Context: an optimization exercise on an open-source flow, tuned for small area and a short achievable clock period. The choices shown serve that exercise and are no tape-out recipe.
Function was checked by simulation only, so behaviour that the tests miss may differ from the original.

Setup of alpha:
==> flow/design.v (excerpt) <==
module final_log(clk, reset, base, in_data, out_data);
    input clk, reset;
    input [1:0] base;
    input [31:0] in_data;
    output reg [31:0] out_data;
    function [20:0] tn0;
        input [1:0] b;
        input [2:0] d;    
        begin
            case ({b[1], b[1] ? 1'b0 : b[0], d})
                5'b00000: tn0 = 21'h1fffff;
                5'b00001: tn0 = 21'h1d2eba;
                5'b00010: tn0 = 21'h1e730d;
                5'b00011: tn0 = 21'h1ba1c8;
                5'b00100: tn0 = 21'h1f2e7a;
                5'b00101: tn0 = 21'h1c5d35;
                5'b00110: tn0 = 21'h1da188;
                5'b00111: tn0 = 21'h1ad043;
                5'b01000: tn0 = 21'h1fffff;
                5'b01001: tn0 = 21'h198336;
                5'b01010: tn0 = 21'h1c6e00;
                5'b01011: tn0 = 21'h15f137;
                5'b01100: tn0 = 21'h1e1d8f;
                5'b01101: tn0 = 21'h17a0c6;
                5'b01110: tn0 = 21'h1a8b90;
                5'b01111: tn0 = 21'h140ec7;
                5'b10000: tn0 = 21'h1fffff;
                5'b10001: tn0 = 21'h16a3fd;
                5'b10010: tn0 = 21'h1ad961;
                5'b10011: tn0 = 21'h117d5f;
                5'b10100: tn0 = 21'h1d47fc;
                5'b10101: tn0 = 21'h13ebfa;
                5'b10110: tn0 = 21'h18215e;
                5'b10111: tn0 = 21'hec55c;
                default: tn0 = 21'h1fffff;
            endcase
        end
    endfunction
    function [17:0] tn1;
        input [1:0] b;
        input [1:0] d;    
        begin
            case ({b[1], b[1] ? 1'b0 : b[0], d})
                4'b0000: tn1 = 18'h3ffff;
                4'b0001: tn1 = 18'h39427;
                4'b0010: tn1 = 18'h3c942;
                4'b0011: tn1 = 18'h35d6a;
                4'b0100: tn1 = 18'h3ffff;
  ...
==> flow/config.mk <==
export PLATFORM = sky130hd
export DESIGN_NAME = final_log
export DESIGN_NICKNAME = final_log
export VERILOG_FILES = /design/flow/design.v
export SDC_FILE = /design/flow/constraint.sdc
export NUM_CORES = 4
export LEC_CHECK = 0
export ABC_AREA = 1
export CAP_MARGIN = 20
export CORE_MARGIN = 2
export CORE_UTILIZATION = 40
export SLEW_MARGIN = 20
==> flow/constraint.sdc <==
create_clock -name core_clock -period 60.0 [get_ports {clk}]
set_input_delay 12.0000 -clock core_clock [delete_from_list [all_inputs] [get_ports {clk}]]
set_output_delay 12.0000 -clock core_clock [all_outputs]
set_load 0.01 [all_outputs]
standard.sh (not shown) runs the stock make flow with config.mk's settings and CLKGATE_MAP_FILE= SYNTH_SCRIPT=/design/flow/synth_recipe.tcl, a recipe that flattens the netlist after the stock synthesis.
==> flow/flow/run.sh <==
#!/bin/bash
# The standard layout (the standard.sh: ORFS from synthesis to the final
# layout, unchanged), with ORFS's timing repair asked to leave 35 ns of setup
# slack instead of none, so that it sizes and buffers the critical paths, then lets it downsize the gates off them (RECOVER_POWER).
# The ORFS logs keep each tool's output; run.log keeps make's.
set -euo pipefail
bash standard.sh SETUP_SLACK_MARGIN=35 RECOVER_POWER=100 finish > run.log 2>&1
Ran to the end and failed final checks on capacitance limit, slew limit: alpha.
Setup changes, alpha to beta
==> flow/flow/run.sh <==
#!/bin/bash
set -euo pipefail
bash standard.sh SETUP_SLACK_MARGIN=35 "BUFFER_PORTS_ARGS=-buffer_cell sky130_fd_sc_hd__buf_1" SKIP_GATE_CLONING=1 finish > run.log 2>&1
--- outcome ---
- beta: all stages complete, timing, DRC and antenna checks passed
- Diff alpha -> beta: worst hold-check slack lower; number of signal-net inverters in the final layout roughly the same.
- Going from alpha to beta, required time at the worst-slack endpoint decreased by 12170 ps relative to the old numbers; final standard cell count with taps included and fillers excluded went down by about 0.55%; highest net fanout along the worst path has decreased.
- On cell area after layout, beta does better than alpha.
- Changes observed in beta relative to alpha: global-route wire length before repair rose by about 1.1%, via count of the first global-routing pass fell by 38.
Here is what was changed in the inputs of gamma compared with beta.
==> flow/flow/run.sh <==
#!/bin/bash
# The standard layout, with ORFS's timing repair asked to leave 41 ns of setup
# slack (a 19 ns period) instead of none, so that it sizes and buffers the
# critical paths; every tool's output is kept in the ORFS logs and in run.log.
set -euo pipefail
bash standard.sh SETUP_SLACK_MARGIN=41 finish > run.log 2>&1
In gamma relative to beta, number of nets in the finished design had gone up by a little under 10%.
Route | gamma vs beta | wire longer in gamma
gamma ended with more area taken by flip-flops and latches than beta.
Of gamma and beta, the run reporting the higher routed metal-1 wirelength was gamma.
Diff beta -> gamma: period utilization decreased by 1.6 points relative to the old numbers; worst setup slack after layout increased by 930 ps relative to the old numbers; global routing met3 resource utilization closely matched the old numbers.
Relative to gamma, the following input files were edited for delta:
Settings: CTS_BUF_LIST: unset -> sky130_fd_sc_hd__clkbuf_8; CTS_CLUSTER_SIZE: unset -> 30; CTS_CLUSTER_DIAMETER: unset -> 200.
==> flow/flow/run.sh <==
#!/bin/bash
set -euo pipefail
bash standard.sh SETUP_SLACK_MARGIN=35 "BUFFER_PORTS_ARGS=-buffer_cell sky130_fd_sc_hd__buf_1" SKIP_GATE_CLONING=1 finish > run.log 2>&1
==> results.txt <==
Compared to gamma, delta has headroom to the max-slew limit 8.2 points higher.
Run comparison: gamma cell with the largest stage delay on the worst path sky130_fd_sc_hd__fa_2; delta cell with the largest stage delay on the worst path sky130_fd_sc_hd__fa_1
When delta is set beside gamma, its worst path setup slack after routing turns out to be 960 ps smaller.
delta vs. gamma: maximum clock rate fell about 4%, number of antenna diodes about even.
Note that the number of nets in the finished design recorded for gamma amounts to 1.09 times the value seen in delta.
The run showing the greater sequential share of layout area is delta.
delta: maximum number of pins on one net before global-route repair is 11 higher than what gamma reported.
Summary of delta over gamma: highest fanout seen on the critical path up 12, filler cell count in the final layout up 557, number of gates resized after cts down 94%.

==> re-timing with driven ports <==
The flow's constraints put no driver on any port. The routed layouts listed below were extracted and timed again, unchanged, in two steps. Step 1 assumes that a clkbuf_16 drives the clock port and a buf_2 every other input. Step 2, shift: input delay + t, output delay - t, t = (earliest + latest rising clock arrival at the registers) / 2. This alone moves slack from input paths to output paths. Slacks: ideal / step 1 / step 2; pairs: ideal / step 1.
run	t (ns)	slack for setup (ns)	worst setup path at the end	slew at the worst register clock pin (ns)
alpha	0.328	32.765 / 32.787 / 32.460	input to register	0.06 / 0.06
beta	0.327	35.941 / 35.898 / 36.172	input to register	0.06 / 0.06
gamma	0.327	36.872 / 36.831 / 37.158	register to output	0.06 / 0.06
delta	0.336	35.915 / 35.880 / 36.177	input to register	0.07 / 0.07
For alpha, which loses most, drivers alone change the setup slack by +0.022 ns; drivers and shift together by -0.305 ns.
